This design comes from an exercise in tuning for small area on the open sky130 flow, not from production work. In this exercise RTL edits were held to simulation tests only and were not proved equivalent to the original. Power and IR drop assume default switching activity.

`flow/run.sh`:
```
#!/bin/bash
# synth_recipe.tcl (not shown) runs the flow's synth.tcl, then flattens the netlist and writes it again
# the make line also repeats each setting of config.mk as NAME=value (left out here)
make -C /OpenROAD-flow-scripts/flow DESIGN_CONFIG=/design/flow/config.mk WORK_HOME=/design/flow/orfs CLKGATE_MAP_FILE= SYNTH_SCRIPT=/design/flow/synth_recipe.tcl finish
```
`flow/config.mk`:
```
export PLATFORM = sky130hd
export DESIGN_NAME = mem_controller
export DESIGN_NICKNAME = mem_controller
export VERILOG_FILES = /design/flow/design.v
export SDC_FILE = /design/flow/constraint.sdc
export NUM_CORES = 4
export LEC_CHECK = 0
export CAP_MARGIN = 20
export CORE_MARGIN = 2
export CORE_UTILIZATION = 65
export CTS_BUF_LIST = sky130_fd_sc_hd__clkbuf_16
export CTS_CLUSTER_DIAMETER = 60
export CTS_CLUSTER_SIZE = 24
export PLACE_DENSITY = 0.75
export SLEW_MARGIN = 20
export SYNTH_HIERARCHICAL = 1
```
`flow/constraint.sdc`:
```
create_clock -name core_clock -period 10.0 [get_ports {clk}]
set_input_delay 2.0000 -clock core_clock [delete_from_list [all_inputs] [get_ports {clk}]]
set_output_delay 2.0000 -clock core_clock [all_outputs]
set_load 0.01 [all_outputs]
```
`flow/design.v`:
```
module ram  
#(
  parameter DATA_WIDTH    = 10,
  parameter  ADDR_WIDTH    = 12,
  parameter         RAM_TYPE      = "block",
  parameter IF_WIDTH  =   34
)
(
  input  wire                         clk,
  input  wire                         reset,
  input  wire                         s_read_req,
  input  wire [ ADDR_WIDTH  -1 : 0 ]  s_read_addr,
  output reg  [ DATA_WIDTH  -1 : 0 ]  s_read_data,
  input  wire                         s_write_req,
  input  wire [ ADDR_WIDTH  -1 : 0 ]  s_write_addr,
  input  wire [ DATA_WIDTH  -1 : 0 ]  s_write_data
);
  (* RAM_STYLE = RAM_TYPE *)
  reg  [ DATA_WIDTH -1 : 0 ] mem [ 0 : (1<<ADDR_WIDTH) - 1 ];
  reg[ADDR_WIDTH-1:0] rd_addr;
  reg[ADDR_WIDTH-1:0] wr_addr;
  reg[DATA_WIDTH-1:0] wr_data;
  reg[ DATA_WIDTH  -1 : 0 ]  read_data_reg;
  reg rd_addr_v;
  reg wr_addr_v;
  reg [4:0]i;
  always @(posedge clk)
  begin: RAM_WRITE
    if (s_write_req)
      mem[s_write_addr] <= s_write_data;
  end
  always @(posedge clk)
  begin: RAM_READ
    if (reset)
      s_read_data <= 0;
    else if (s_read_req)
      s_read_data <= mem[s_read_addr];
    else 
      s_read_data <= s_read_data;
  end
endmodule
module ram_flag  
#(
  parameter DATA_WIDTH    = 1,
  parameter ADDR_WIDTH    = 4,
  parameter RAM_TYPE      = "block",
  parameter READ_FLAG_LENGTH   = 6
)
(
  input  wire                         clk,
  input                               reset,
  input                               ram_mode,
  input                               s_write_req,
  input  wire [ ADDR_WIDTH  -1 : 0 ]  s_write_addr,
  input  wire [ DATA_WIDTH  -1 : 0 ]  s_write_data,
  input  wire                         s_read_req,
  input  wire [ ADDR_WIDTH  -1 : 0 ]  s_read_addr,
  output reg                          s_read_data_p,
  output reg[READ_FLAG_LENGTH -1 : 0] s_read_data_s
);
  (* RAM_STYLE = RAM_TYPE *)
  reg  [ DATA_WIDTH -1 : 0 ] mem [ 0 : (1<<ADDR_WIDTH) - 1 ];
  wire [ ADDR_WIDTH -1 : 0 ] rd_addr_1 = s_read_addr + 1;
  wire [ ADDR_WIDTH -1 : 0 ] rd_addr_2 = s_read_addr + 2;
  wire [ ADDR_WIDTH -1 : 0 ] rd_addr_3 = s_read_addr + 3;
  wire [ ADDR_WIDTH -1 : 0 ] rd_addr_4 = s_read_addr + 4;
  wire [ ADDR_WIDTH -1 : 0 ] rd_addr_5 = s_read_addr + 5;
  always @(posedge clk)
  begin: RAM_WRITE
    if (s_write_req)
      mem[s_write_addr] <= s_write_data;
  end
  always @(posedge clk) begin: RAM_READ
    if (reset) begin
      s_read_data_s <= 0;
      s_read_data_p <= 0;
    end else if (ram_mode == 1 ) begin
        if ( s_read_req)
          s_read_data_p <= mem[s_read_addr];
        else
          s_read_data_p <= 0;
    end else if (ram_mode == 0) begin
      if ( s_read_req ) begin
        s_read_data_s[0] <= mem[s_read_addr    ];
        s_read_data_s[1] <= mem[rd_addr_1];
        s_read_data_s[2] <= mem[rd_addr_2];
        s_read_data_s[3] <= mem[rd_addr_3];
        s_read_data_s[4] <= mem[rd_addr_4];
        s_read_data_s[5] <= mem[rd_addr_5];
      end else begin
        s_read_data_s[0] <= 0;
        s_read_data_s[1] <= 0;
        s_read_data_s[2] <= 0;
        s_read_data_s[3] <= 0;
        s_read_data_s[4] <= 0;
        s_read_data_s[5] <= 0;
      end
    end       
  end
endmodule
module column_parallel #(	parameter DATA_WIDTH	=	8,
				parameter ADDR_WIDTH  =	6
)(
	input  clk,     
	input  reset,   
  input  mode,
  input  wr_req_p,
  input  [ DATA_WIDTH  - 1 : 0 ] wr_data_p,
  input  rd_en,
	input  rd_req_p,	   
  output	[ DATA_WIDTH	- 1 : 0 ]	rd_data_p
);
  reg   [ ADDR_WIDTH	- 1 : 0 ]	rd_addr;
  reg   [ ADDR_WIDTH  - 1 : 0 ] wr_addr_p;
  wire 	[ DATA_WIDTH	- 1 : 0	]	rd_data;
  reg   [ ADDR_WIDTH  - 1 : 0 ] wr_addr;
  reg								flag_d;
  always @(posedge clk) begin : proc_flag_delay  
  	if(reset) begin
  		flag_d <= 0;
  	end else begin
      flag_d <= rd_req_p; 
  	end
  end
  assign rd_data_p = ( mode == 0 || flag_d ) ? rd_data : 0;  
  always @(posedge clk ) begin : proc_rd_addr
  	if(reset) begin
  		rd_addr <= 0;
  	end 
    else begin
      if(rd_req_p && rd_en )
  			rd_addr <= rd_addr + 1; 
      else
        rd_addr <= rd_addr;
  	end
  end
  always @(posedge clk ) begin : proc_wr_addr_p
    if(reset) begin
      wr_addr_p <= 0;
    end else if(wr_req_p) begin
      wr_addr_p <= wr_addr_p + 1;
    end
  end
  ram #(
    .DATA_WIDTH               ( DATA_WIDTH      ),
    .ADDR_WIDTH               ( ADDR_WIDTH      )
  ) ram_bank (
    .clk                      ( clk             ),   
    .reset                    ( reset           ),   
    .s_write_req              ( wr_req_p       ),   
    .s_write_data             ( wr_data_p      ),   
    .s_write_addr             ( wr_addr_p      ),   
    .s_read_req               ( rd_req_p       	  ),   
    .s_read_data              ( rd_data         ),   
    .s_read_addr              ( rd_addr         )    
  );
endmodule
module mem_controller #(
  parameter DATA_WIDTH  =  8,
  parameter READ_FLAG_LENGTH   = 6,
  parameter READ_REQ_ACT_FLAG = 9'b000_000_111,
  parameter READ_REQ_ACT = 9'b000_000_001,
  parameter ADDR_WIDTH = 4,
  parameter PARALLEL_WIDTH = DATA_WIDTH * 9 , 
  parameter SHIFT_WIDTH = DATA_WIDTH*3,
  parameter NUM_BLOCK = ( 16 / 3 + 1 ) * ( 16 / 3 + 1 ), 
  parameter BLOCK_ADDR_WIDTH = (
(NUM_BLOCK) <= (1<<0) ? 0 : (NUM_BLOCK) <= (1<<1) ? 1 :
(NUM_BLOCK) <= (1<<2) ? 2 : (NUM_BLOCK) <= (1<<3) ? 3 :
(NUM_BLOCK) <= (1<<4) ? 4 : (NUM_BLOCK) <= (1<<5) ? 5 :
(NUM_BLOCK) <= (1<<6) ? 6 : (NUM_BLOCK) <= (1<<7) ? 7 :
(NUM_BLOCK) <= (1<<8) ? 8 : (NUM_BLOCK) <= (1<<9) ? 9 :
(NUM_BLOCK) <= (1<<10) ? 10 : (NUM_BLOCK) <= (1<<11) ? 11 :
(NUM_BLOCK) <= (1<<12) ? 12 : (NUM_BLOCK) <= (1<<13) ? 13 :
(NUM_BLOCK) <= (1<<14) ? 14 : (NUM_BLOCK) <= (1<<15) ? 15 :
(NUM_BLOCK) <= (1<<16) ? 16 : (NUM_BLOCK) <= (1<<17) ? 17 :
(NUM_BLOCK) <= (1<<18) ? 18 : (NUM_BLOCK) <= (1<<19) ? 19 :
(NUM_BLOCK) <= (1<<20) ? 20 : (NUM_BLOCK) <= (1<<21) ? 21 :
(NUM_BLOCK) <= (1<<22) ? 22 : (NUM_BLOCK) <= (1<<23) ? 23 :
(NUM_BLOCK) <= (1<<24) ? 24 : (NUM_BLOCK) <= (1<<25) ? 25 :
(NUM_BLOCK) <= (1<<26) ? 26 : (NUM_BLOCK) <= (1<<27) ? 27 :
(NUM_BLOCK) <= (1<<28) ? 28 : (NUM_BLOCK) <= (1<<29) ? 29 :
(NUM_BLOCK) <= (1<<30) ? 30 : (NUM_BLOCK) <= (1<<31) ? 31 : 32) 
)(
	input	wire	                        clk,     
	input	wire	                        reset,   
  input                               wr_req_pflag,   
  input                               wr_data_pflag0,        
  input                               wr_data_pflag1,
  input                               wr_data_pflag2,
  input                               wr_data_pflag3,
  input                               wr_data_pflag4,
  input                               wr_data_pflag5,
  input                               wr_data_pflag6,
  input                               wr_data_pflag7,
  input                               wr_data_pflag8,
  input                               wr_req_p,
  input [ DATA_WIDTH       - 1 : 0 ]  wr_data_p0,        
  input [ DATA_WIDTH       - 1 : 0 ]  wr_data_p1,
  input [ DATA_WIDTH       - 1 : 0 ]  wr_data_p2,
  input [ DATA_WIDTH       - 1 : 0 ]  wr_data_p3,
  input [ DATA_WIDTH       - 1 : 0 ]  wr_data_p4,
  input [ DATA_WIDTH       - 1 : 0 ]  wr_data_p5,
  input [ DATA_WIDTH       - 1 : 0 ]  wr_data_p6,
  input [ DATA_WIDTH       - 1 : 0 ]  wr_data_p7,
  input [ DATA_WIDTH       - 1 : 0 ]  wr_data_p8,
  input                               wr_req_sflag,
  input [ 16        - 1 : 0 ]  wr_data_sflag,
  input                               wr_req_s,
  input [ DATA_WIDTH       - 1 : 0 ]  wr_data_s,
  input                               mode,   
  input                               start,
  output reg                          en,
  output [ PARALLEL_WIDTH   - 1 : 0 ] parallel_out,
  output [ DATA_WIDTH       - 1 : 0 ] serial_out,
  output [ 4 - 1 : 0 ] act_index,
  output [ 2 - 1 : 0 ] wei_index,  
  output [ 4     : 0 ] row_index,
  output [ 4 - 1 : 0 ] row_val_num,  
  output                              zero_flag,   
  input  [ 4 - 1 : 0 ] cnt,
  input                               row_finish_done_0,  
  input                               row_finish_done_1,   
  input                               row_cal_done
);
  reg [ 1 : 0] state;
  reg  signed [ 4   : 0 ] row_index_signed;
  assign  row_index = row_index_signed[3:0];
  reg                           start_on;
  reg                           start_d;
  reg                           start_dd;
  reg                           start_ddd;
  wire[9      - 1 : 0 ] wr_data_pflag;
  wire[ PARALLEL_WIDTH   - 1 : 0 ] parallel_out_wire;
  wire index_finish;
  assign wr_data_pflag = {wr_data_pflag8 ,   
  wr_data_pflag7,
  wr_data_pflag6,
  wr_data_pflag5,
  wr_data_pflag4,
  wr_data_pflag3,
  wr_data_pflag2,
  wr_data_pflag1,
  wr_data_pflag0} ;
  wire [ DATA_WIDTH       - 1 : 0 ] wr_data_p [ 0 : 9     - 1 ];
  assign wr_data_p[0] = wr_data_p0;
  assign wr_data_p[1] = wr_data_p1;
  assign wr_data_p[2] = wr_data_p2;
  assign wr_data_p[3] = wr_data_p3;
  assign wr_data_p[4] = wr_data_p4;
  assign wr_data_p[5] = wr_data_p5;
  assign wr_data_p[6] = wr_data_p6;
  assign wr_data_p[7] = wr_data_p7;
  assign wr_data_p[8] = wr_data_p8;
  parameter PREP = 2'b00;
  parameter COMP = 2'b01;
  parameter WAIT = 2'b11;
  always @(posedge clk) begin : proc_state
    if(reset) begin
      state <= PREP;
    end else begin
      case (state)
        PREP: if ( en )
                state <= WAIT;
        COMP: if (row_cal_done)
                state <= WAIT;
        WAIT: state <= COMP;
        default: state <= PREP;
      endcase
    end
  end
  parameter PARALLEL_READ = 2'b01;
  parameter PARALLEL_WAIT = 2'b11;
  wire read_wei_finish;
  reg  read_wei_finish_d;
  reg  read_wei_finish_dd;
  reg [1 : 0 ] state_parallel;
  wire parallel_row_read_finish;
  reg parallel_row_read_finish_d;
  always @(posedge clk ) begin : proc_parallel_row_read_finish_d
    if(reset) begin
      parallel_row_read_finish_d <= 0;
    end else begin
      parallel_row_read_finish_d <= parallel_row_read_finish;
    end
  end
  wire row_index_count_3;
  always @(posedge clk ) begin
    if (reset) begin
      state_parallel <= PARALLEL_WAIT;
    end
    else  begin
      case ( state_parallel )
      PARALLEL_WAIT: if( mode == 1 ) begin
                        if( start || en || row_index_count_3 )  
                          state_parallel <= PARALLEL_READ;
                      end else if( read_wei_finish ) 
                          state_parallel <= PARALLEL_READ;
      PARALLEL_READ: if ( parallel_row_read_finish )
                        state_parallel <= PARALLEL_WAIT;
      default: state_parallel <= PARALLEL_WAIT;
      endcase     
    end
  end
  reg flag_state_parallel;
  reg flag_state_parallel_d;
  always @(posedge clk ) begin
    if (reset) begin
      flag_state_parallel <= 0;
      flag_state_parallel_d <= 0;
    end
    else begin
      flag_state_parallel <= state_parallel == PARALLEL_READ;
      flag_state_parallel_d <= flag_state_parallel;      
    end
  end
  parameter SERIAL_READ = 2'b01;
  parameter SERIAL_WAIT = 2'b11;
  reg [1 : 0 ] state_serial;
  reg flag_wei_read;
  always @(posedge clk ) begin
    if (reset) begin
      state_serial <= SERIAL_WAIT;
      flag_wei_read <= 0;
    end
    else  begin
      case ( state_serial )
      SERIAL_WAIT: if( mode == 1 ) begin
                        if( parallel_row_read_finish && !flag_wei_read) begin  
                          state_serial <= SERIAL_READ;
                          flag_wei_read <= 1;
                        end
                    end else if( start )  
                          state_serial <= SERIAL_READ;
      SERIAL_READ: if ( mode == 1 ) 
                        state_serial <= SERIAL_WAIT;
                   else if ( read_wei_finish_d ) 
                        state_serial <= SERIAL_WAIT;
      default: state_serial <= SERIAL_WAIT;
      endcase     
    end
  end
  wire [ 4 - 1 : 0 ] position_1_act;
  wire [ 4 - 1 : 0 ] valid_act_index;
  reg [ 4 - 1 : 0 ] valid_act_index_d;
  reg [ 4 - 1 : 0 ] valid_act_index_dd;
    reg                           s_read_req;
  reg row_cal_done_d;
  wire [ 5 : 0] valid_num_0;
  reg  [ 5 : 0] valid_num_0_d;
  reg  [ 5 : 0] valid_num_0_dd;
  always @(posedge clk ) begin : proc_start_on
       if(reset) begin
         start_on <= 0;
         start_d  <= 0;
         start_dd <= 0;
         start_ddd <= 0;
         read_wei_finish_d <= 0;
         read_wei_finish_dd <= 0;
         valid_act_index_d <= 0;
         valid_act_index_dd <= 0;
         valid_num_0_d <= 0;
         valid_num_0_dd <= 0;
         row_cal_done_d <= 0;
       end else begin
         if(start) begin
           start_on <= 1;
         end
       start_d <= start;  
       start_dd   <= start_d;
       start_ddd <= start_dd;
       read_wei_finish_d <= read_wei_finish;
       read_wei_finish_dd <= read_wei_finish_d;
       valid_act_index_d <= valid_act_index;
       valid_act_index_dd <= valid_act_index_d;
       valid_num_0_d <= valid_num_0;
       valid_num_0_dd <= valid_num_0_d;
       row_cal_done_d <= row_cal_done;
     end
  end
wire [ 16    - 1 : 0 ] flag_serial;
reg signed  [ 16           : 0 ] flag_serial_reg;
  reg   [ ADDR_WIDTH  - 1 : 0 ] rd_addr_s;
wire [ 4 - 1 : 0]rd_addr_serial;
reg  [ 2 * 9    - 1 : 0 ] wei_index_array_full;
reg flag_en;
reg  [ 3:0] m;
  always @(posedge clk ) begin : proc_en
    if(reset) begin
      en <= 0;
      flag_en <= 0;
    end else if ( !flag_en && ( ( (mode == 1 ) && (flag_serial_reg == 0 ) && ( wei_index_array_full != 0) ) || ( mode == 0 && m == 6 ) )  )begin  
      en <= 1;
      flag_en <= 1;
    end else 
      en <= 0;
  end
  reg [ 2       - 1 : 0 ]     wei_index_d;
  wire [ 4  - 1 : 0 ] act_index_0;
  always @(posedge clk ) begin : proc_delay
    if(reset) begin
      wei_index_d <= 0;
    end else begin
      wei_index_d <= wei_index;
    end
  end
  reg [ 4 - 1 : 0 ]   act_index_base;
  assign act_index = ( mode == 1) ? act_index_base + wei_index_d : valid_act_index_d; 
  assign zero_flag = row_val_num == 15;   
  reg [ 2    - 1 : 0 ] row_index_count;
  wire row_index_count_1;
  wire row_index_count_2;
 always @ (posedge clk ) begin
  if(reset) begin
    row_index_count <= 0;  
  end 
  else if ( row_cal_done ) begin
    if(row_index_count < 3)
      row_index_count <= row_index_count + 1;
    else 
      row_index_count <= 1;
  end
 end
  assign row_index_count_1 = state == 3 && row_index_count == 1;
  assign row_index_count_2 = state == 3 && row_index_count == 2;
  assign row_index_count_3 = state == 3 && row_index_count == 3;  
  always @(posedge clk ) begin
  if(reset) begin
    if (mode == 1)
       row_index_signed <= 2;
    else 
      row_index_signed <= -1;
  end else if( ( mode == 1) && row_index_count_3) begin
    row_index_signed <= row_index_signed + 3;
  end else if( (mode == 0) && ( en || row_cal_done == 1 )) 
    row_index_signed <= row_index_signed + 1;
 end
 reg flag_stream_act_1;
always @(posedge clk ) begin
  if (reset) begin
    flag_stream_act_1 <= 0;
  end else if ( mode == 1)  begin
     if ( start || row_index_count_2 ) begin 
        flag_stream_act_1 <= 1;    
     end else if ( row_index_count_2 )
        flag_stream_act_1 <= 0;
  end
end
  reg    [ BLOCK_ADDR_WIDTH  - 1 : 0 ]  wr_addr_pflag;
  wire                                  read_req_pflag;
  wire   [ 9     - 1 : 0 ]   rd_act_flag_p ;
  wire   [ 9     - 1 : 0 ]  rd_req_act_flag;
  wire   [ READ_FLAG_LENGTH  - 1 : 0 ]  rd_act_flag_s   [ 0 : 9     - 1 ];
  reg    [ BLOCK_ADDR_WIDTH  - 1 : 0 ]  rd_addr_pflag;
  reg                                   flag_reused;
  always @(posedge clk) begin
    if (reset) begin
      flag_reused <= 0;
    end else if ( row_cal_done ) begin
      flag_reused <= 1;     
    end else if (row_index_count_3 )
      flag_reused <= 0;  
  end
  always @(posedge clk ) begin : proc_rd_addr_pflag
    if(reset) begin
      rd_addr_pflag <= 0;
    end else if(state_parallel == PARALLEL_READ) begin
      if( mode == 1 ) 
        rd_addr_pflag <= rd_addr_pflag + 1;
      else if( row_index_count_2 ) 
        rd_addr_pflag <= rd_addr_pflag + 6;
    end
  end
  assign parallel_row_read_finish = (mode==1)? ( rd_addr_pflag + 1 ) % 6 == 0 : state_parallel == PARALLEL_READ; 
  always @(posedge clk ) begin : proc_wr_addr_pflag
    if(reset) begin
      wr_addr_pflag <= 0;
    end else if(wr_req_pflag) begin
      wr_addr_pflag <= wr_addr_pflag + 1;
    end
  end
  wire [ 1: 0]block_index;  
  assign block_index = row_index_signed % 3;
  reg  [ 1 : 0 ] shift_pflag;
  always @(posedge clk ) begin : proc_shift_pflag
    if(reset) begin
      shift_pflag <= 0;
    end else if( en || row_cal_done ) begin  
      shift_pflag <= ( row_index_signed + 2 ) % 3;  
    end
  end
  assign rd_req_act_flag = ( mode == 1 ) ? ( state_parallel == PARALLEL_READ ? 9'b111111111 : 9'd0 ) : READ_REQ_ACT_FLAG <<< 3*shift_pflag;
  reg  [ 575 : 0 ] pfmem;
  integer pfw_e;
  always @(posedge clk) begin : proc_pfmem
    for (pfw_e = 0; pfw_e < 64; pfw_e = pfw_e + 1)
      if (wr_req_pflag && wr_addr_pflag == pfw_e)
        pfmem[ 9*pfw_e +: 9 ] <= wr_data_pflag;
  end
  wire [ 2 : 0 ] pf_h1 = rd_addr_pflag[5:3] + 3'd1;
  wire [ 7 : 0 ] pf_s0 = 8'd1 << rd_addr_pflag[5:3];
  wire [ 7 : 0 ] pf_s1 = 8'd1 << pf_h1;
  wire [ 71 : 0 ] pf_r0, pf_r1;
  genvar gv_pb, gv_pe;
  generate
    for (gv_pb = 0; gv_pb < 72; gv_pb = gv_pb + 1) begin : pf_blk
      wire [ 7 : 0 ] d;
      for (gv_pe = 0; gv_pe < 8; gv_pe = gv_pe + 1) begin : pf_d
        assign d[gv_pe] = pfmem[ 72*gv_pe + gv_pb ];
      end
      sel_or #( .N(8) ) u0 ( .d(d), .s(pf_s0), .y(pf_r0[gv_pb]) );
      sel_or #( .N(8) ) u1 ( .d(d), .s(pf_s1), .y(pf_r1[gv_pb]) );
    end
  endgenerate
  wire [ 7 : 0 ] pf_sl = 8'd1 << rd_addr_pflag[2:0];
  wire [ 8 : 0 ] pf_entry;
  genvar gv_pc;
  generate
    for (gv_pc = 0; gv_pc < 9; gv_pc = gv_pc + 1) begin : pf_ent
      wire [ 7 : 0 ] d;
      for (gv_pe = 0; gv_pe < 8; gv_pe = gv_pe + 1) begin : pf_d
        assign d[gv_pe] = pf_r0[ 9*gv_pe + gv_pc ];
      end
      sel_or #( .N(8) ) u ( .d(d), .s(pf_sl), .y(pf_entry[gv_pc]) );
    end
  endgenerate
  reg  [ 8 : 0 ] rd_act_flag_p_r;
  always @(posedge clk) begin : proc_rd_act_flag_p
    if (reset)
      rd_act_flag_p_r <= 0;
    else if (mode == 1 && state_parallel == PARALLEL_READ)
      rd_act_flag_p_r <= pf_entry;
    else
      rd_act_flag_p_r <= 0;
  end
  assign rd_act_flag_p = rd_act_flag_p_r;
  wire [ 2 : 0 ] pf_gs = { shift_pflag == 2, shift_pflag == 1, shift_pflag == 0 };
  wire [ 47 : 0 ] pf_gn;  
  genvar gv_pk;
  generate
    for (gv_pk = 0; gv_pk < 3; gv_pk = gv_pk + 1) begin : pf_grp
      for (gv_pe = 0; gv_pe < 8; gv_pe = gv_pe + 1) begin : pf_e
        sel_aoi3 u0 ( .d({ pf_r0[9*gv_pe + 6 + gv_pk], pf_r0[9*gv_pe + 3 + gv_pk], pf_r0[9*gv_pe + gv_pk] }), .s(pf_gs), .y(pf_gn[16*gv_pk + gv_pe]) );
        sel_aoi3 u1 ( .d({ pf_r1[9*gv_pe + 6 + gv_pk], pf_r1[9*gv_pe + 3 + gv_pk], pf_r1[9*gv_pe + gv_pk] }), .s(pf_gs), .y(pf_gn[16*gv_pk + 8 + gv_pe]) );
      end
    end
  endgenerate
  wire [ 3 : 0 ] pf_ws = 4'd1 << rd_addr_pflag[2:1];
  wire [ 17 : 0 ] pf_wn;  
  genvar gv_pi;
  generate
    for (gv_pk = 0; gv_pk < 3; gv_pk = gv_pk + 1) begin : pf_wk
      for (gv_pi = 0; gv_pi < 6; gv_pi = gv_pi + 1) begin : pf_wi
        sel_or #( .N(4) ) u ( .d({ pf_gn[16*gv_pk + gv_pi + 6], pf_gn[16*gv_pk + gv_pi + 4], pf_gn[16*gv_pk + gv_pi + 2], pf_gn[16*gv_pk + gv_pi] }), .s(pf_ws), .y(pf_wn[6*gv_pk + gv_pi]) );
      end
    end
  endgenerate
  reg  [ 17 : 0 ] pf_win;
  always @(posedge clk) begin : proc_pf_win
    if (reset || mode == 1 || shift_pflag == 3)
      pf_win <= 0;
    else
      pf_win <= ~pf_wn;
  end
  wire [ READ_FLAG_LENGTH  - 1 : 0 ] rd_act_flag_s0;
  wire [ READ_FLAG_LENGTH  - 1 : 0 ] rd_act_flag_s1;
  wire [ READ_FLAG_LENGTH  - 1 : 0 ] rd_act_flag_s2;
  wire [ READ_FLAG_LENGTH * 3 - 1 : 0 ] row_act_flag;
  reg  [ READ_FLAG_LENGTH * 3 - 1 : 0 ] row_act_flag_reg;
  reg  [ 1 : 0 ] shift_pflag_d;
  always @(posedge clk ) begin : proc_shift_pflag_d
    if(reset) begin
      shift_pflag_d <= 0;
    end else begin
      shift_pflag_d <= shift_pflag;
    end
  end
  assign rd_act_flag_s0 = pf_win[5:0];
  assign rd_act_flag_s1 = pf_win[11:6];
  assign rd_act_flag_s2 = pf_win[17:12];
  assign row_act_flag = { rd_act_flag_s2[5], rd_act_flag_s1[5], rd_act_flag_s0[5],
                          rd_act_flag_s2[4], rd_act_flag_s1[4], rd_act_flag_s0[4],
                          rd_act_flag_s2[3], rd_act_flag_s1[3], rd_act_flag_s0[3],
                          rd_act_flag_s2[2], rd_act_flag_s1[2], rd_act_flag_s0[2],
                          rd_act_flag_s2[1], rd_act_flag_s1[1], rd_act_flag_s0[1],
                          rd_act_flag_s2[0], rd_act_flag_s1[0], rd_act_flag_s0[0]};
  assign valid_num_0 =  rd_act_flag_s0[0]+ rd_act_flag_s1[0]+ rd_act_flag_s2[0]+
                        rd_act_flag_s0[1]+ rd_act_flag_s1[1]+ rd_act_flag_s2[1]+
                        rd_act_flag_s0[2]+ rd_act_flag_s1[2]+ rd_act_flag_s2[2]+
                        rd_act_flag_s0[3]+ rd_act_flag_s1[3]+ rd_act_flag_s2[3]+
                        rd_act_flag_s0[4]+ rd_act_flag_s1[4]+ rd_act_flag_s2[4]+
                        rd_act_flag_s0[5]+ rd_act_flag_s1[5]+ rd_act_flag_s2[5];
  assign position_1_act = (
((~row_act_flag_reg + 1 ) & row_act_flag_reg) <= (1<<0) ? 0 : ((~row_act_flag_reg + 1 ) & row_act_flag_reg) <= (1<<1) ? 1 :
((~row_act_flag_reg + 1 ) & row_act_flag_reg) <= (1<<2) ? 2 : ((~row_act_flag_reg + 1 ) & row_act_flag_reg) <= (1<<3) ? 3 :
((~row_act_flag_reg + 1 ) & row_act_flag_reg) <= (1<<4) ? 4 : ((~row_act_flag_reg + 1 ) & row_act_flag_reg) <= (1<<5) ? 5 :
((~row_act_flag_reg + 1 ) & row_act_flag_reg) <= (1<<6) ? 6 : ((~row_act_flag_reg + 1 ) & row_act_flag_reg) <= (1<<7) ? 7 :
((~row_act_flag_reg + 1 ) & row_act_flag_reg) <= (1<<8) ? 8 : ((~row_act_flag_reg + 1 ) & row_act_flag_reg) <= (1<<9) ? 9 :
((~row_act_flag_reg + 1 ) & row_act_flag_reg) <= (1<<10) ? 10 : ((~row_act_flag_reg + 1 ) & row_act_flag_reg) <= (1<<11) ? 11 :
((~row_act_flag_reg + 1 ) & row_act_flag_reg) <= (1<<12) ? 12 : ((~row_act_flag_reg + 1 ) & row_act_flag_reg) <= (1<<13) ? 13 :
((~row_act_flag_reg + 1 ) & row_act_flag_reg) <= (1<<14) ? 14 : ((~row_act_flag_reg + 1 ) & row_act_flag_reg) <= (1<<15) ? 15 :
((~row_act_flag_reg + 1 ) & row_act_flag_reg) <= (1<<16) ? 16 : ((~row_act_flag_reg + 1 ) & row_act_flag_reg) <= (1<<17) ? 17 :
((~row_act_flag_reg + 1 ) & row_act_flag_reg) <= (1<<18) ? 18 : ((~row_act_flag_reg + 1 ) & row_act_flag_reg) <= (1<<19) ? 19 :
((~row_act_flag_reg + 1 ) & row_act_flag_reg) <= (1<<20) ? 20 : ((~row_act_flag_reg + 1 ) & row_act_flag_reg) <= (1<<21) ? 21 :
((~row_act_flag_reg + 1 ) & row_act_flag_reg) <= (1<<22) ? 22 : ((~row_act_flag_reg + 1 ) & row_act_flag_reg) <= (1<<23) ? 23 :
((~row_act_flag_reg + 1 ) & row_act_flag_reg) <= (1<<24) ? 24 : ((~row_act_flag_reg + 1 ) & row_act_flag_reg) <= (1<<25) ? 25 :
((~row_act_flag_reg + 1 ) & row_act_flag_reg) <= (1<<26) ? 26 : ((~row_act_flag_reg + 1 ) & row_act_flag_reg) <= (1<<27) ? 27 :
((~row_act_flag_reg + 1 ) & row_act_flag_reg) <= (1<<28) ? 28 : ((~row_act_flag_reg + 1 ) & row_act_flag_reg) <= (1<<29) ? 29 :
((~row_act_flag_reg + 1 ) & row_act_flag_reg) <= (1<<30) ? 30 : ((~row_act_flag_reg + 1 ) & row_act_flag_reg) <= (1<<31) ? 31 : 32); 
  reg [ 4  - 1 : 0 ] valid_act_index_reg;
  always @(posedge clk) begin : proc_valid_act_index_reg
    if(reset) begin
      valid_act_index_reg <= 0;
    end else if( row_act_flag_reg != 0 ) begin
      valid_act_index_reg <= valid_act_index + 1;
    end
  end
  assign valid_act_index = position_1_act + valid_act_index_reg;
  always @(posedge clk ) begin : proc_row_act_flag_reg
    if(reset) begin
      row_act_flag_reg <= 0;
    end else if ( en || row_cal_done )  begin  
      row_act_flag_reg <= row_act_flag;
    end else
      row_act_flag_reg <= row_act_flag_reg >> ( position_1_act + 1);
  end
  wire  [ DATA_WIDTH  - 1 : 0 ] rd_data_p [ 0 : 9 -1 ];
  wire [ 9     - 1 : 0 ] rd_req_act;
  assign rd_req_act = ( mode == 1 )? rd_act_flag_p : READ_REQ_ACT <<< ( 3*block_index + valid_act_index % 3 ); 
  reg  [ 5 : 0 ] wr_addr_p;
  always @(posedge clk) begin : proc_wr_addr_p_col
    if (reset)
      wr_addr_p <= 0;
    else if (wr_req_p)
      wr_addr_p <= wr_addr_p + 1;
  end
  wire [ 63 : 0 ] col_wsel = {64{wr_req_p}} & ( 64'd1 << wr_addr_p );
  wire col_rd_en = ( mode == 1 || row_act_flag_reg != 0 );
  genvar gv_i, gv_e, gv_b;
  generate
    for (gv_i = 0; gv_i < 9 ; gv_i = gv_i + 1)
    begin : parallel_data
      reg  [ 511 : 0 ] m;
      reg  [ 5 : 0 ] ra;
      reg  [ 7 : 0 ] q;
      integer we;
      always @(posedge clk) begin : proc_m
        for (we = 0; we < 64; we = we + 1)
          if (col_wsel[we])
            m[ 8*we +: 8 ] <= wr_data_p[gv_i];
      end
      wire rq = rd_req_act[gv_i];
      wire [ 7 : 0 ] hi = {8{rq}} & ( 8'd1 << ra[5:3] );
      wire [ 7 : 0 ] lo = 8'd1 << ra[2:0];
      wire [ 63 : 0 ] sel;
      for (gv_e = 0; gv_e < 64; gv_e = gv_e + 1) begin : g_sel
        assign sel[gv_e] = hi[gv_e/8] & lo[gv_e%8];
      end
      wire [ 7 : 0 ] r;
      for (gv_b = 0; gv_b < 8; gv_b = gv_b + 1) begin : g_bit
        wire [ 63 : 0 ] d;
        for (gv_e = 0; gv_e < 64; gv_e = gv_e + 1) begin : g_d
          assign d[gv_e] = m[ 8*gv_e + gv_b ];
        end
        sel_or #( .N(64) ) u ( .d(d), .s(sel), .y(r[gv_b]) );
      end
      always @(posedge clk) begin : proc_rd
        if (reset)
          ra <= 0;
        else if (rq && col_rd_en)
          ra <= ra + 1;
        if (reset)
          q <= 0;
        else if (rq || mode == 1)
          q <= r;
      end
      assign rd_data_p[gv_i] = q;
    end
  endgenerate
  wire [ DATA_WIDTH -1 : 0 ] serial_in;
  reg   [ 4  - 1 : 0 ] column_parallel_index;
  always @(posedge clk) begin : proc_column_parallel_index
    if(reset) begin
      column_parallel_index <= 0;
    end else begin
      column_parallel_index <= 3*block_index + valid_act_index % 3;
    end
  end
  assign serial_in = ( mode == 1 || column_parallel_index > 8 ) ? 8'b0 : rd_data_p [ column_parallel_index ];
  reg  [ DATA_WIDTH * 3        - 1 : 0 ]     serial_array;
  reg  [ DATA_WIDTH * 9 - 1 : 0 ] serial_array_full;
  wire [ PARALLEL_WIDTH   - 1 : 0 ] parallel_in;
  assign parallel_in = (mode == 1) ? {  rd_data_p [ 2 ], rd_data_p [ 5 ], rd_data_p [ 8 ],
                                        rd_data_p [ 1 ], rd_data_p [ 4 ], rd_data_p [ 7 ],
                                        rd_data_p [ 0 ], rd_data_p [ 3 ], rd_data_p [ 6 ] } : serial_array_full;   
  reg [ PARALLEL_WIDTH * 6  - 1 : 0 ] parallel_array_reg;
  always @(posedge clk ) begin
    if( ( mode == 1 ) && (flag_state_parallel_d == 1 ) )
      parallel_array_reg <= {parallel_in, parallel_array_reg [ PARALLEL_WIDTH * 6 - 1 : PARALLEL_WIDTH ]};
  end
 always @(posedge clk) begin : proc_act_index_reg 
   if(reset) begin
    act_index_base  <= 0;
   end else if ( mode  == 1 )begin
      if( row_cal_done )
        act_index_base <= 0;
      else if( row_finish_done_0 ) 
          if ( act_index_base >= 12 ) 
            act_index_base <= 0;
          else
            act_index_base <= act_index_base + 3;
   end else begin
        act_index_base <= 0000000000000;
   end
 end
 reg [ 407 : 0 ] parallel_array;
 reg             parallel_loaded;
 always @(posedge clk ) begin : proc_parallel_array
   if ( (mode == 1 ) && ( en || row_index_count_3) )
     parallel_array <= parallel_array_reg[ 407 : 0 ];
 end
 always @(posedge clk ) begin : proc_parallel_loaded
   if(reset)
     parallel_loaded <= 0;
   else if ( (mode == 1 ) && ( en || row_index_count_3) )
     parallel_loaded <= 1;
 end
  wire [ 4 : 0 ] par_off = act_index_base + wei_index_d;
  wire [ 14 : 0 ] par_sel = {15{parallel_loaded}} & ( 15'd1 << par_off );
  genvar gv_w, gv_x;
  generate
    for (gv_w = 0; gv_w < 72; gv_w = gv_w + 1) begin : par_w
      wire [ 14 : 0 ] d;
      for (gv_x = 0; gv_x < 15; gv_x = gv_x + 1) begin : par_d
        assign d[gv_x] = parallel_array[ 24*gv_x + gv_w ];
      end
      sel_or #( .N(15) ) u ( .d(d), .s(par_sel), .y(parallel_out_wire[gv_w]) );
    end
  endgenerate
  assign parallel_out = (mode == 1)? { parallel_out_wire [23:16], parallel_out_wire [47:40], parallel_out_wire [71:64],
                                       parallel_out_wire [15:8 ], parallel_out_wire [39:32], parallel_out_wire [63:56],
                                       parallel_out_wire [7 :0 ], parallel_out_wire [31:24], parallel_out_wire [55:48] } 
                                    : serial_array_full;
wire [ 2 * 3    - 1 : 0 ] valid_row;
  reg [ 4       - 1 : 0 ] rd_addr_sflag;
  reg [4 -1 : 0 ]rd_addr_d;
  reg [4 -1 : 0 ]wr_addr;
  wire [16 - 1 : 0 ]flag_array;
  reg                        start_on_d;  
  wire [ 2 - 1 : 0 ] valid_row0;
  wire [ 2 - 1 : 0 ] valid_row1;
  wire [ 2 - 1 : 0 ] valid_row2;
  reg rd_req_wei;
  always @(posedge clk ) begin : proc_rd_req_wei
    if(reset) begin
      rd_req_wei <= 0;
    end else if ( mode == 1 ) begin
      rd_req_wei <= parallel_row_read_finish && !flag_wei_read;  
    end else if ( mode == 0 ) begin
      rd_req_wei <= start;
    end
  end
  always @(posedge clk) begin : proc_rd_addr
     if(reset) begin
       rd_addr_sflag <= 0;
    end else if( rd_req_wei && mode == 1 ) begin 
      rd_addr_sflag <= rd_addr_sflag + 1; 
    end else if( mode == 0 && state_serial == SERIAL_READ )
      rd_addr_sflag <= rd_addr_sflag + 1; 
  end
  assign read_wei_finish = rd_addr_sflag == 9 || row_cal_done;  
  wire [ 4     - 1 : 0 ] valid_index; 
  reg  [ 4     - 1 : 0 ] valid_wei_index_d;
  assign valid_index = (
(( ~flag_serial_reg + 1 ) & flag_serial_reg) <= (1<<0) ? 0 : (( ~flag_serial_reg + 1 ) & flag_serial_reg) <= (1<<1) ? 1 :
(( ~flag_serial_reg + 1 ) & flag_serial_reg) <= (1<<2) ? 2 : (( ~flag_serial_reg + 1 ) & flag_serial_reg) <= (1<<3) ? 3 :
(( ~flag_serial_reg + 1 ) & flag_serial_reg) <= (1<<4) ? 4 : (( ~flag_serial_reg + 1 ) & flag_serial_reg) <= (1<<5) ? 5 :
(( ~flag_serial_reg + 1 ) & flag_serial_reg) <= (1<<6) ? 6 : (( ~flag_serial_reg + 1 ) & flag_serial_reg) <= (1<<7) ? 7 :
(( ~flag_serial_reg + 1 ) & flag_serial_reg) <= (1<<8) ? 8 : (( ~flag_serial_reg + 1 ) & flag_serial_reg) <= (1<<9) ? 9 :
(( ~flag_serial_reg + 1 ) & flag_serial_reg) <= (1<<10) ? 10 : (( ~flag_serial_reg + 1 ) & flag_serial_reg) <= (1<<11) ? 11 :
(( ~flag_serial_reg + 1 ) & flag_serial_reg) <= (1<<12) ? 12 : (( ~flag_serial_reg + 1 ) & flag_serial_reg) <= (1<<13) ? 13 :
(( ~flag_serial_reg + 1 ) & flag_serial_reg) <= (1<<14) ? 14 : (( ~flag_serial_reg + 1 ) & flag_serial_reg) <= (1<<15) ? 15 :
(( ~flag_serial_reg + 1 ) & flag_serial_reg) <= (1<<16) ? 16 : (( ~flag_serial_reg + 1 ) & flag_serial_reg) <= (1<<17) ? 17 :
(( ~flag_serial_reg + 1 ) & flag_serial_reg) <= (1<<18) ? 18 : (( ~flag_serial_reg + 1 ) & flag_serial_reg) <= (1<<19) ? 19 :
(( ~flag_serial_reg + 1 ) & flag_serial_reg) <= (1<<20) ? 20 : (( ~flag_serial_reg + 1 ) & flag_serial_reg) <= (1<<21) ? 21 :
(( ~flag_serial_reg + 1 ) & flag_serial_reg) <= (1<<22) ? 22 : (( ~flag_serial_reg + 1 ) & flag_serial_reg) <= (1<<23) ? 23 :
(( ~flag_serial_reg + 1 ) & flag_serial_reg) <= (1<<24) ? 24 : (( ~flag_serial_reg + 1 ) & flag_serial_reg) <= (1<<25) ? 25 :
(( ~flag_serial_reg + 1 ) & flag_serial_reg) <= (1<<26) ? 26 : (( ~flag_serial_reg + 1 ) & flag_serial_reg) <= (1<<27) ? 27 :
(( ~flag_serial_reg + 1 ) & flag_serial_reg) <= (1<<28) ? 28 : (( ~flag_serial_reg + 1 ) & flag_serial_reg) <= (1<<29) ? 29 :
(( ~flag_serial_reg + 1 ) & flag_serial_reg) <= (1<<30) ? 30 : (( ~flag_serial_reg + 1 ) & flag_serial_reg) <= (1<<31) ? 31 : 32); 
  wire [ 2   - 1 : 0 ] valid_wei_index;
   wire [ 2   - 1 : 0 ] valid_wei_index_back;
  always @(posedge clk ) begin : proc_valid_index_reg_d
    if(reset) begin
      valid_wei_index_d <= 0;
    end else if ( flag_serial_reg != 0) begin
      valid_wei_index_d <= valid_wei_index + 1;
    end
  end
  assign valid_wei_index = ( valid_index + valid_wei_index_d ) % 3; 
  assign valid_wei_index_back = 2 - valid_wei_index;
  reg flag_refresh_flag_serial;
  always @(posedge clk ) begin : proc_flag_refresh_flag_serial
    if(reset) begin
      flag_refresh_flag_serial <= 0;
    end else begin
      flag_refresh_flag_serial <= state_serial == SERIAL_READ;
    end
  end
  reg  [ 3:0] n;
  always @(posedge clk ) begin : proc_flag_serial_reg
    if(reset) begin
      flag_serial_reg <= 0;
    end else if ( flag_refresh_flag_serial )begin  
      flag_serial_reg <= flag_serial; 
    end else 
      flag_serial_reg <= flag_serial_reg >> ( valid_index + 1 ) ; 
  end
  assign index_finish = flag_serial_reg == 0;  
  always @(posedge clk ) begin : proc_wei_index_array_full
    if(reset) begin
      wei_index_array_full <= 0;
      n <= 0;
    end else if( mode == 1 && flag_serial_reg != 0 ) begin  
       wei_index_array_full <= {wei_index_array_full[ 2 * ( 9 - 1)  - 1 : 0 ], valid_wei_index_back }; 
         n <= n + 1;
    end
  end
  assign flag_array = flag_serial;
  assign valid_row0 = ( flag_array[8] + flag_array[7] + flag_array[6] );
  assign valid_row1 = ( flag_array[5] + flag_array[4] + flag_array[3] );
  assign valid_row2 = ( flag_array[2] + flag_array[1] + flag_array[0] );
  assign valid_row  = (mode == 1) ? {valid_row2, valid_row1, valid_row0} : valid_num_0; 
  always @(posedge clk ) begin
    if(reset) begin
      wr_addr <= 0;
    end else if(wr_req_sflag) begin
      wr_addr <= wr_addr + 1;
    end
  end
  reg  [ 255 : 0 ] sfmem;
  reg  [ 15 : 0 ] flag_serial_r;
  integer sfw_e;
  always @(posedge clk) begin : proc_sfmem
    for (sfw_e = 0; sfw_e < 16; sfw_e = sfw_e + 1)
      if (wr_req_sflag && wr_addr == sfw_e)
        sfmem[ 16*sfw_e +: 16 ] <= wr_data_sflag;
  end
  wire [ 15 : 0 ] sf_sel = 16'd1 << rd_addr_sflag;
  wire [ 15 : 0 ] sf_rd;
  genvar gv_sb, gv_se;
  generate
    for (gv_sb = 0; gv_sb < 16; gv_sb = gv_sb + 1) begin : sf_b
      wire [ 15 : 0 ] d;
      for (gv_se = 0; gv_se < 16; gv_se = gv_se + 1) begin : sf_d
        assign d[gv_se] = sfmem[ 16*gv_se + gv_sb ];
      end
      sel_or #( .N(16) ) u ( .d(d), .s(sf_sel), .y(sf_rd[gv_sb]) );
    end
  endgenerate
  always @(posedge clk) begin : proc_flag_serial
    if (reset)
      flag_serial_r <= 0;
    else if (rd_req_wei)
      flag_serial_r <= sf_rd;
  end
  assign flag_serial = flag_serial_r;
  wire [ DATA_WIDTH - 1 : 0 ] rd_data_wei;
  wire [ DATA_WIDTH - 1 : 0 ] s_read_data;
  wire rd_req_s;
  assign rd_req_s = flag_serial_reg != 0;
  reg   [ ADDR_WIDTH  - 1 : 0 ] wr_addr_s;
  reg  [ ADDR_WIDTH   - 1 : 0 ] k;
  reg                           s_read_req_d;
  reg                           flag_stream_wei;
  reg                           flag_stream_wei_d;
  always @(posedge clk ) begin : proc_s_read_req
    if(reset) begin
      s_read_req <= 0;
      s_read_req_d <= 0;
    end else if(mode == 1 && flag_serial_reg != 0) begin
        s_read_req <= 1;
    end else if( mode == 0 && flag_serial[k] == 1 ) begin
        s_read_req <= 1;
    end else begin
        s_read_req <= 0;
    end
    s_read_req_d <= s_read_req;
  end
  always @(posedge clk) begin : proc_rd_addr_s
    if(reset) begin
      rd_addr_s <= 0;
    end else if( s_read_req ) begin
      rd_addr_s <= rd_addr_s + 1;
    end
  end
  always @(posedge clk ) begin : proc_k
    if(reset) begin
      k <= 0;
    end else if ( mode == 0 && flag_serial != 0 ) begin
      if( k < 9 - 1 )
        k <= k + 1;
    end
  end
  always @(posedge clk ) begin : proc_flag_stream_wei
    if(reset) begin
      flag_stream_wei <= 0;
      flag_stream_wei_d <= 0;
    end else if ( mode == 0 && flag_serial != 0 )begin
      flag_stream_wei <= 1;
    end
    flag_stream_wei_d <= flag_stream_wei;
  end
  always @(posedge clk ) begin : proc_wr_addr_p
    if(reset) begin
      wr_addr_s <= 0;
    end else if(wr_req_s) begin
      wr_addr_s <= wr_addr_s + 1;
    end
  end
  reg  [ 127 : 0 ] wmem;
  reg  [ 7 : 0 ] s_read_data_r;
  integer ww_e;
  always @(posedge clk) begin : proc_wmem
    for (ww_e = 0; ww_e < 16; ww_e = ww_e + 1)
      if (wr_req_s && wr_addr_s == ww_e)
        wmem[ 8*ww_e +: 8 ] <= wr_data_s;
  end
  wire [ 15 : 0 ] w_sel = 16'd1 << rd_addr_s;
  wire [ 7 : 0 ] w_rd;
  genvar gv_wb, gv_we;
  generate
    for (gv_wb = 0; gv_wb < 8; gv_wb = gv_wb + 1) begin : w_b
      wire [ 15 : 0 ] d;
      for (gv_we = 0; gv_we < 16; gv_we = gv_we + 1) begin : w_d
        assign d[gv_we] = wmem[ 8*gv_we + gv_wb ];
      end
      sel_or #( .N(16) ) u ( .d(d), .s(w_sel), .y(w_rd[gv_wb]) );
    end
  endgenerate
  always @(posedge clk) begin : proc_s_read_data
    if (reset)
      s_read_data_r <= 0;
    else if (s_read_req)
      s_read_data_r <= w_rd;
  end
  assign s_read_data = s_read_data_r;
   assign rd_data_wei = (mode ==1 )? s_read_data : s_read_req_d ? s_read_data : 0; 
   reg  [ 5       - 1 : 0 ]     row_val_num_a;
   reg  [ 3 : 0 ] j;  
   reg  [ 4       - 1 : 0 ]     count_array;
   reg  [ 5 : 0 ]     wei_index_array;  
   reg                                        flag_serial_d;
   reg finish_wei_d, finish_wei_dd;
   reg [ DATA_WIDTH            - 1 : 0 ] column_out_serial_d;
   reg  [ 3 : 0 ] i;  
  wire [ 35 : 0 ] wei_index_array_full_pad = { 18'b0, wei_index_array_full };
  wire [ 143 : 0 ] serial_array_full_pad = { 72'b0, serial_array_full };
  wire finish_wei;
  always @(posedge clk ) begin : proc_serial_array
    if(reset) begin
      serial_array_full <= 0;
      m <= 0;
    end else if(mode == 1) begin 
        if(s_read_req_d) begin
            if ( m < 9 )
              serial_array_full [ DATA_WIDTH*m +: DATA_WIDTH ] <= rd_data_wei;
            m <= m + 1;
      end       
    end else if ( mode == 0) begin
      if ( flag_stream_wei_d && ( m < 9 ) )  begin
            serial_array_full [ DATA_WIDTH*m +: DATA_WIDTH ] <= rd_data_wei;
            m <= m + 1;
      end
    end
    flag_serial_d <= flag_serial;
    finish_wei_d <= finish_wei;
    finish_wei_dd <= finish_wei_d;
  end
  reg [ DATA_WIDTH - 1: 0 ] serial_out_reg;
  assign serial_out = ( mode == 1)? serial_out_reg : serial_in;
  always @(posedge clk) begin : proc_serial_out
    if(reset) begin
      serial_out_reg   <= 0;
    end else if(mode ==1 ) begin
        begin
          serial_out_reg <= ( i < 3 ) ? serial_array[ DATA_WIDTH* i +:DATA_WIDTH ] : 0;  
        end
    end else if ( mode == 0 ) begin
    end
  end
  always @(posedge clk) begin : proc_wei_index_array  
    if(reset) begin
      j <= 0;
      row_val_num_a<= 0;
      wei_index_array<= 0;
      serial_array <= 0;
    end else if ( mode == 1 && (en || row_cal_done)  ) begin 
      row_val_num_a <= ( j <= 4 ) ? valid_row[ j  +: 2 ] : 2'b00;  
      wei_index_array <= wei_index_array_full_pad[ 2 *count_array +: 2 * 3 ];  
      serial_array <= serial_array_full_pad[ DATA_WIDTH * count_array +: DATA_WIDTH * 3 ]; 
      if( en || ( {2'b00, j} < {row_val_num_a, 1'b0} ) )
        j <= j + 2;
      else
        j <= 0;
    end else if ( mode == 0 && state == WAIT) begin  
      row_val_num_a <= valid_row;
    end
  end
  always @(posedge clk ) begin : proc_count_array   
    if(reset) begin
      count_array <= 0;
    end else if( mode ==1 && ( state == WAIT)) begin
        count_array <= ( count_array + row_val_num_a <= ( valid_row[1:0] + valid_row[3:2] )) ? ( count_array + row_val_num_a ) : 0;
    end
  end
  always @(posedge clk ) begin : proc_i  
      if(en || reset) begin
        i <= 0;
      end else if (row_cal_done) begin 
        i <= 0 ;
      end else if( i < row_val_num  ) begin
        i <= i + 1;
      end else
        i <= 0;
    end
  assign row_val_num = row_val_num_a - 1;
  reg [ 4     - 1 : 0 ] valid_index_d;
  reg [ 4     - 1 : 0 ] valid_index_dd;  
  always @(posedge clk ) begin : proc_valid_index_d
    if(reset) begin
      valid_index_d <= 0;
    end else begin
      valid_index_d <= valid_index;
      valid_index_dd <= valid_index_d;  
    end
  end
  assign wei_index = (mode == 1)? ( i < 3 ? wei_index_array[2*i +: 2] : 2'b00 ) : valid_index_dd;  
endmodule
module sel_aoi3 ( input [ 2 : 0 ] d, input [ 2 : 0 ] s, output y );
  assign y = ~|( d & s );
endmodule
module sel_aoi2 ( input [ 1 : 0 ] d, input [ 1 : 0 ] s, output y );
  assign y = ~|( d & s );
endmodule
module sel_or #( parameter N = 3 ) ( input [ N - 1 : 0 ] d, input [ N - 1 : 0 ] s, output y );
  localparam N3 = ( N % 3 == 1 && N > 1 ) ? ( N - 4 ) / 3 : N / 3;
  localparam N2 = ( N - 3*N3 == 4 ) ? 2 : ( N - 3*N3 == 2 ) ? 1 : 0;
  localparam N1 = N - 3*N3 - 2*N2;
  wire [ N3 + N2 + N1 - 1 : 0 ] t;
  genvar g;
  generate
    for (g = 0; g < N3; g = g + 1) begin : g3
      sel_aoi3 u ( .d(d[3*g +: 3]), .s(s[3*g +: 3]), .y(t[g]) );
    end
    for (g = 0; g < N2; g = g + 1) begin : g2
      sel_aoi2 u ( .d(d[3*N3 + 2*g +: 2]), .s(s[3*N3 + 2*g +: 2]), .y(t[N3 + g]) );
    end
    if (N1 == 1) begin : g1
      assign t[N3 + N2] = ~( d[N-1] & s[N-1] );
    end
  endgenerate
  assign y = ~&t;
endmodule
```
==> results of run 1 <==
layout make-up:
type,count,area (um^2),area share [%]
sequential,6857,201000,71.0
multi-input combinational,6902,53700,18.9
clock buffer,438,11000,3.86
tap,5220,6530,2.30
timing repair buffer,758,6200,2.19
clock inverter,356,4250,1.50
inverter,135,509,0.179
antenna,33,82.6,0.0291
per-module statistics from Yosys, one instance, submodules excluded, excerpt:
module / cells / flip-flops and latches
mem_controller: 10800 / 6857
sel_aoi3: 1 / 0
sel_aoi2: 1 / 0
logic make-up after synthesis:
kind of cell               count (synthesis)
DFF                                     6857
and+or+nand+nor                         3228
AOI/OAI and AO/OA                       3017
buffers and inverters                    386
muxes                                    384
adders and majority gates                187
xor gates and xnor gates                  85
other                                      1
cells in the mapped netlist (all sizes together) (10+ instances only):
master,number,area [um^2]
a222oi,2176,21800
o211ai,20,155
dfxtp,442,8850
nor2,1104,4150
mux4,34,766
and2,91,571
edfxtp,6415,193000
a211oi,26,200
inv,130,488
a22oi,364,4460
o22ai,10,62.6
nand3b,18,151
nand3,304,1540
buf,58,290
fa,23,460
o21ai,136,688
ha,163,2040
and3,94,588
nor3,101,505
nand2,720,2710
a21oi,136,748
nor3b,11,82.6
mux2i,328,3310
nor2b,72,450
mux2,22,248
clkbuf,193,724
a31oi,13,106
nand4,377,2360
nor4b,22,193
nand2b,41,257
xnor2,56,490
a21o,11,83.8
nor4,114,719
and4,97,850
a22o,18,166
or2,11,68.8
or3,34,213
xor2,27,236
through the flow:
stage | cell area, um^2 | setup TNS (ps) | hold slack [ps]
floorplan | 256000 | 0 | 329
global placement | 268000 | -808 | 347
detailed placement | 268000 | -719 | 347
CTS | 283000 | -1.76 | 362
global route | 284000 | -271 | 372
finish | 284000 | 0 | 361
path summary, 6_finish.rpt:
check	slack [ps]	end	depth (start not counted)	from
setup reg to reg	300	parallel_data[6].q[5]	38	row_act_flag_reg[14]
hold reg to reg	360	flag_stream_wei_d	0	flag_stream_wei
setup / recovery	300	parallel_data[6].q[5]	38	row_act_flag_reg[14]
hold / removal	360	flag_stream_wei_d	0	flag_stream_wei
metal layers:
layer  vias up  part of all wire, %
li1      63800                    -
met1     77800                   34
met2     12600                   47
met3      1713                   13
met4         2                  5.5
met5         -               0.0018
cells in the final DEF (no fill, tap or decap), types with 133 or more instances in the layout:
cell type,count
sky130_fd_sc_hd__edfxtp_1,6415
sky130_fd_sc_hd__a222oi_1,2176
sky130_fd_sc_hd__nor2_1,1005
sky130_fd_sc_hd__nand2_1,713
sky130_fd_sc_hd__buf_4,602
sky130_fd_sc_hd__dfxtp_1,439
sky130_fd_sc_hd__clkbuf_16,438
sky130_fd_sc_hd__nand4_1,377
sky130_fd_sc_hd__a22oi_2,345
sky130_fd_sc_hd__mux2i_1,326
sky130_fd_sc_hd__nand3_1,300
sky130_fd_sc_hd__ha_1,159
sky130_fd_sc_hd__inv_1,142
sky130_fd_sc_hd__o21ai_0,133
power by group through the flow:
stage               registers [W]  clock network (W)  logic [W]
floorplan                  0.0326                  0    0.00704
global placement           0.0329                  0     0.0116
detailed placement         0.0330                  0     0.0119
CTS                        0.0323             0.0196     0.0120
global route               0.0324             0.0206     0.0133
finish                     0.0323             0.0195     0.0127
what timing repair did:
action / CTS / global route
pin swaps: 0 / 14
gates resized for setup: 9 / 50
setup buffers: 0 / 7
endpoints found under the setup margin: 7 / 72
critical path: cells and delay by family (launching register included):
family          cells  cell delay, ps
simple gates       16            4010
fa+ha+maj           6            1850
compound gates      7            1770
xor+xnor            2             680
buf+inv             5             650
flops               1             360
mux                 2             240
==> reports/qor_table.md, run 1 <==
| Result | Reported |
|:---|:---|
| Weighted congestion reported at the end of routability-driven placement | 0.956 |
| Layout cell share with drive strength beyond 1 | 13.1% |
| Reg power frac | 50.1% |
| Total of buffers placed on input and output ports | 210 |
| IO Count | 217 |
| Delay of the slowest cell on the worst path | 570 ps |
| Slack of the critical path | 298 ps |
| ANT nets after route | 0 |
| Slew margin rel. | 18.5% |
| Area share of and/or/nand/nor cells after synthesis | 6.08% |
| Final-report setup violation count | 0 |
| Detailed-route via count | 156,000 |
| Required arrival time at the worst endpoint | 10,890 ps |
| Post-CTS Hold Buffers | 0 |
| Flip-flop count of the largest register after layout | 4,608 |
| Avg Inst Size Synth | 18.1 um^2 |
| Switching power | 0.0193 W |
| CTS Buffer Depth | 4 |
| Yosys reg bits | 6,857 |
| Total congestion overflow | 0 |
| Placed Instances | 19,900 |
| Clock power frac | 30.2% |
| Post-synthesis instance area | 256,000 um^2 |
| Reported leakage power | 89.0 nW |
| Worst-Margin Slew | 1220 ps |
| Total Die Area | 398,000 um^2 |
| TritonCTS Buffers | 432 |
| Final-report max-slew violation count | 0 |
| Int Power | 0.0453 W |
| Dpl ws | -300 ps |
| Final-layout fill cell count | 23,100 |
| Total nets after synthesis | 14,500 |
| Register clock-pin slew on the reported worst setup and hold paths | 90 ps |
| Post-Synth Adder-Cell Area | 0.982% |
| Worst setup path class | reg -> reg |
| Critical Path AT | 10,590 ps |
| GRT met3 Usage | 7.74% |
| Number of optimization iterations in the first detailed-route pass | 17 |
| Met1 usage in global routing | 46.2% |
| Met2 routing resource usage after global routing | 54.6% |
| Number of failing hold endpoints at the final stage | 0 |
| Async S/R FF share, synth | 0% |
| Remaining design rule violation count | 0 |
| Share of the clock period used by the worst path after layout | 97.0% |
| Half-perimeter wire length after placement | 450 mm |
| Max H-tree Level | 5 |
| Sort of element at the start of the critical path | flop |
| Number of antenna violations at the first check in global routing | 37 |
| Die Y | 631 um |
| Maximum resistive drop on vdd | 0.730 mV |
| Chip Width | 631 um |
| Synthesized-area fraction occupied by xor and xnor cells | 0.302% |
| Initial Utilization | 65.2% |
| Achievable Freq | 0.103 GHz |
| Worst Skew | 53.1 ps |
| Class of the worst hold path | reg -> reg |
| Drt total wl | 706 mm |
| Detailed Route Iter0 Violations | 35,500 |
| Dominant register cell in the synthesized netlist | sky130_fd_sc_hd__edfxtp_1 |
| Power density over cell area | 227 nW/um^2 |
| Cells after synthesis | 14,100 |
| Count of clock tree sinks | 6,857 |
| Area growth syn-to-layout | 11.0% |
| CTS tree | yes |
| Total chip power | 0.0645 W |
| Area fraction in compound gates after synthesis | 11.5% |
| Fraction of the yosys area taken by sequential cells | 78.8% |
| Largest net degree at the start of global routing | 167 |
| First-pass GRT wire length | 1010 mm |
| Slowest library cell on the worst path | sky130_fd_sc_hd__or4_1 |
| Net total in the final layout | 15,400 |
| Average via count per standard cell | 7.53 |
| Highest-utilization routing layer at the global route stage | met2 |
| Share of cell area taken by muxes after synthesis | 1.69% |
| Switching power share of the total | 29.9% |
| Unique masters post-synth | 100 |
| Post-synth EDFFs | 6,415 |
| Via count of the first global-routing pass | 149,000 |
| Number of rows created at floorplan | 230 |
| Yosys warns | 7 |
| Core area | 392,000 um^2 |
| Endpoint kind of the worst setup timing path | flop |
| Critical Path Fanout Max | 8 |
| Routed length per placed instance | 34.1 um |
| Root Buffer | sky130_fd_sc_hd__clkbuf_16 |
| Total routing usage reported by global routing | 34.6% |
| Status | no timing/DRC/antenna violations |
| Core Util, Final | 72.4% |
| Latest clock arrival within the worst-skew pair | 1030 ps |
| Proportion of power drawn by combinational gates | 19.6% |
| Final Critical Period | 9700 ps |
| Non-filler cells in the finished layout | 20,700 |
| Max_cap viols | 0 |
| Main combinational cell family by area after synthesis | compound AO/OA/AOI/OAI gates |
==> run 2: changes to the inputs <==
--- a/flow/config.mk
+++ b/flow/config.mk
@@ -8,9 +8,9 @@
 export CAP_MARGIN = 20
 export CORE_MARGIN = 2
 export CORE_UTILIZATION = 65
-export CTS_BUF_LIST = sky130_fd_sc_hd__clkbuf_16
-export CTS_CLUSTER_DIAMETER = 60
-export CTS_CLUSTER_SIZE = 24
+export CTS_BUF_LIST = sky130_fd_sc_hd__clkbuf_8
+export CTS_CLUSTER_DIAMETER = 40
+export CTS_CLUSTER_SIZE = 18
 export PLACE_DENSITY = 0.75
 export SLEW_MARGIN = 20
 export SYNTH_HIERARCHICAL = 1
==> reports/qor_table.md, run 2 <==
| Result | Reported |
|:---|:---|
| Status | no timing/DRC/antenna violations |
| Setup TNS | 0 ps |
| Post-synth EDFFs | 6,415 |
| Core area | 392,000 um^2 |
| Net total in the final layout | 15,600 |
| Cells after synthesis | 14,100 |
| Slew margin rel. | 11.6% |
| Detailed Route Iter0 Violations | 35,300 |
| CTS tree | yes |
| Yosys warns | 7 |
| Endpoint kind of the worst setup timing path | flop |
| Detailed-route via count | 157,000 |
| Achievable Freq | 0.104 GHz |
| Half-perimeter wire length after placement | 450 mm |
| Max_cap viols | 0 |
| Share of the clock period used by the worst path after layout | 96.3% |
| Layout cell share with drive strength beyond 1 | 15.2% |
| Final-report max-slew violation count | 0 |
| IO Count | 217 |
| Core Util, Final | 72.3% |
| Class of the worst hold path | reg -> reg |
| Non-filler cells in the finished layout | 21,100 |
| Sort of element at the start of the critical path | flop |
| Largest net degree at the start of global routing | 167 |
| Area growth syn-to-layout | 10.9% |
| Chip Width | 631 um |
| Register clock-pin slew on the reported worst setup and hold paths | 100 ps |
| Number of failing hold endpoints at the final stage | 0 |
| Top cells by area in the synthesized netlist | sky130_fd_sc_hd__edfxtp_1, sky130_fd_sc_hd__a222oi_1, sky130_fd_sc_hd__dfxtp_1 |
| Proportion of power drawn by combinational gates | 19.9% |
| Initial Utilization | 65.2% |
| CTS Buffer Depth | 4 |
| Total congestion overflow | 0 |
| Total routing usage reported by global routing | 34.5% |
| RSZ-0062 raised after global routing | yes |
| Max H-tree Level | 6 |
| Clock power frac | 29.3% |
| Dominant cell type by area after synthesis | sky130_fd_sc_hd__edfxtp_1 |
| Total Die Area | 398,000 um^2 |
| Final-layout fill cell count | 23,200 |
| Most common cell after layout, fill and taps aside | sky130_fd_sc_hd__edfxtp_1 |
| Total of buffers placed on input and output ports | 210 |
| Highest-utilization routing layer at the global route stage | met2 |
| Via count of the first global-routing pass | 150,000 |
| GRT met3 Usage | 7.87% |
| Root Buffer | sky130_fd_sc_hd__clkbuf_8 |
| Power density over cell area | 224 nW/um^2 |
| First-pass GRT wire length | 1010 mm |
| Routed length per placed instance | 33.4 um |
| Drt total wl | 705 mm |
| Met1 usage in global routing | 45.8% |
| Number of antenna violations at the first check in global routing | 40 |
| Met2 routing resource usage after global routing | 54.5% |
| Switching power share of the total | 30.3% |
| Worst-Margin Slew | 1320 ps |
| Int Power | 0.0444 W |
| Async S/R FF share, synth | 0% |
| Final-report setup violation count | 0 |
| Weighted congestion reported at the end of routability-driven placement | 0.956 |
| Worst setup path class | reg -> reg |
| Required arrival time at the worst endpoint | 11,170 ps |
| Leading cell types in the layout, fill and taps excluded | sky130_fd_sc_hd__edfxtp_1, sky130_fd_sc_hd__a222oi_1, sky130_fd_sc_hd__nor2_1, sky130_fd_sc_hd__nand2_1, sky130_fd_sc_hd__clkbuf_8 |
| Post-synthesis instance area | 256,000 um^2 |
| Maximum resistive drop on vdd | 0.734 mV |
| Yosys reg bits | 6,857 |
| Placed Instances | 19,900 |
| Cell with the most instances after synthesis | sky130_fd_sc_hd__edfxtp_1 |
| Fraction of post-synthesis cell area in the top cell type by area | 75.4% |
| Remaining design rule violation count | 0 |
| Count of clock tree sinks | 6,857 |
| ANT nets after route | 0 |
| Dpl ws | -300 ps |
| Number of rows created at floorplan | 230 |
| Final Critical Period | 9630 ps |
| TritonCTS Buffers | 649 |
| Critical Path AT | 10,800 ps |
| Unique masters post-synth | 100 |
| Slack of the critical path | 373 ps |
| Total nets after synthesis | 14,500 |
| Flip-flop count of the largest register after layout | 4,608 |
| Average via count per standard cell | 7.42 |
| Reported leakage power | 89.1 nW |
| Worst Skew | 125 ps |
| Latest clock arrival within the worst-skew pair | 1320 ps |
| Fraction of the yosys area taken by sequential cells | 78.8% |
| Number of optimization iterations in the first detailed-route pass | 22 |
| Most common library cells after synthesis | sky130_fd_sc_hd__edfxtp_1, sky130_fd_sc_hd__a222oi_1, sky130_fd_sc_hd__nor2_1 |
| Post-CTS Hold Buffers | 0 |
| Dominant register cell in the synthesized netlist | sky130_fd_sc_hd__edfxtp_1 |
| Reg power frac | 50.9% |
| Die Y | 631 um |
| Critical Path Fanout Max | 8 |
| Delay of the slowest cell on the worst path | 570 ps |
| Avg Inst Size Synth | 18.1 um^2 |
| Slowest library cell on the worst path | sky130_fd_sc_hd__or4_1 |
| Switching power | 0.0192 W |
-- run 2: cell counts after synthesis --
No cell type changed its count.
-- run 2: area by class of cell --
cell class	count	area, um^2	share of cell area, %
Antenna cell	34	85.1	0.0300
Clock buffer	677	9320	3.29
Clock inverter	508	5350	1.89
Inverter	135	509	0.180
Multi-Input combinational cell	6902	53800	19.0
Sequential cell	6857	201000	71.1
Tap cell	5220	6530	2.30
Timing Repair Buffer	763	6270	2.21
-- run 2: path summary, 6_finish.rpt --
path,startpoint,endpoint,slack [ps],cells after the start
setup / recovery,row_act_flag_reg[14],parallel_data[1].q[0],370,38
hold / removal,flag_stream_wei,flag_stream_wei_d,360,0
setup reg to reg,row_act_flag_reg[14],parallel_data[1].q[0],370,38
hold reg to reg,flag_stream_wei,flag_stream_wei_d,360,0
-- run 2: per-stage QoR --
step                cell area (um^2)  hold slack (ps)  power [W]
finish                        283000              356     0.0636
global route                  283000              368     0.0655
CTS                           283000              359     0.0631
detailed placement            268000              347     0.0449
global placement              268000              347     0.0446
floorplan                     256000              329     0.0396
-- run 2: Yosys stat by module, one instance, submodules excluded, excerpt --
module / cells inside / cell area [um^2] / copies in the design
sel_aoi3: 1 / 10.0 / 2166
sel_aoi2: 1 / 12.5 / 345
mem_controller: 10800 / 224000 / 1
-- run 2: kinds of logic after synthesis --
group           synth area share (%)
mux                             1.69
xor+xnor                       0.302
fa+ha+maj                      0.982
compound gates                  11.5
simple gates                    6.08
buf+inv                        0.595
other cells                  0.00147
flops                           78.8
-- run 2: timing repair --
item | in CTS | in global routing
buffers inserted | 0 | 8
resized for setup | 14 | 85
pin swaps | 1 | 23
setup endpoints to repair | 12 | 72
-- run 2: power groups by stage --
stage | sequential, W | clock [W] | combinational, W
after detailed placement | 0.0330 | 0 | 0.0119
after floorplan | 0.0326 | 0 | 0.00704
after global placement | 0.0329 | 0 | 0.0116
after global routing | 0.0324 | 0.0198 | 0.0133
after CTS | 0.0323 | 0.0187 | 0.0120
final | 0.0323 | 0.0186 | 0.0126
-- run 2: critical path, delay by kind of cell (launching register included) --
kind	cells	cell delay (ps)
AND/OR/NAND/NOR	15	3980
XOR/XNOR	2	600
adder cells (fa/ha/maj)	6	1880
flip-flops	1	370
buffers and inverters	5	540
multiplexers	2	550
AO/OA/AOI/OAI	8	1590
-- run 2: metal layers --
layer  wire length [um]  share of wire (%)  up-vias
met4              39900                5.7       12
li1                   -                  -    64300
met5                 91              0.013        -
met2             328000                 47    12600
met1             243000                 34    77800
met3              94500                 13     1858

re-timing with driven ports:
The flow's constraints put no driver on any port. The routed layouts listed below were extracted and timed again, unchanged, in two steps. Step 1: set_driving_cell puts a clkbuf_16 on clk and a buf_2 on each other input, an assumption about the parent block. Step 2, shift: input delay + t, output delay - t, t = (earliest + latest rising clock arrival at the registers) / 2. This alone moves slack from input paths to output paths. a / b / c = ideal / step 1 / step 2; a / b = the first two.
| run | t (ns) | slack for setup (ns) | worst hold slack (ns) | worst register clock-pin slew, ns | worst data-port slew with drivers (ns) |
|---|---|---|---|---|---|
| run 1 | 1.139 | 0.298 / 0.298 / 0.298 | 0.361 / 0.361 / 0.361 | 0.10 / 0.10 | 0.26 |
| run 2 | 1.385 | 0.373 / 0.373 / 0.373 | 0.356 / 0.356 / 0.356 | 0.11 / 0.11 | 0.25 |
After both steps every run listed still meets setup and hold.
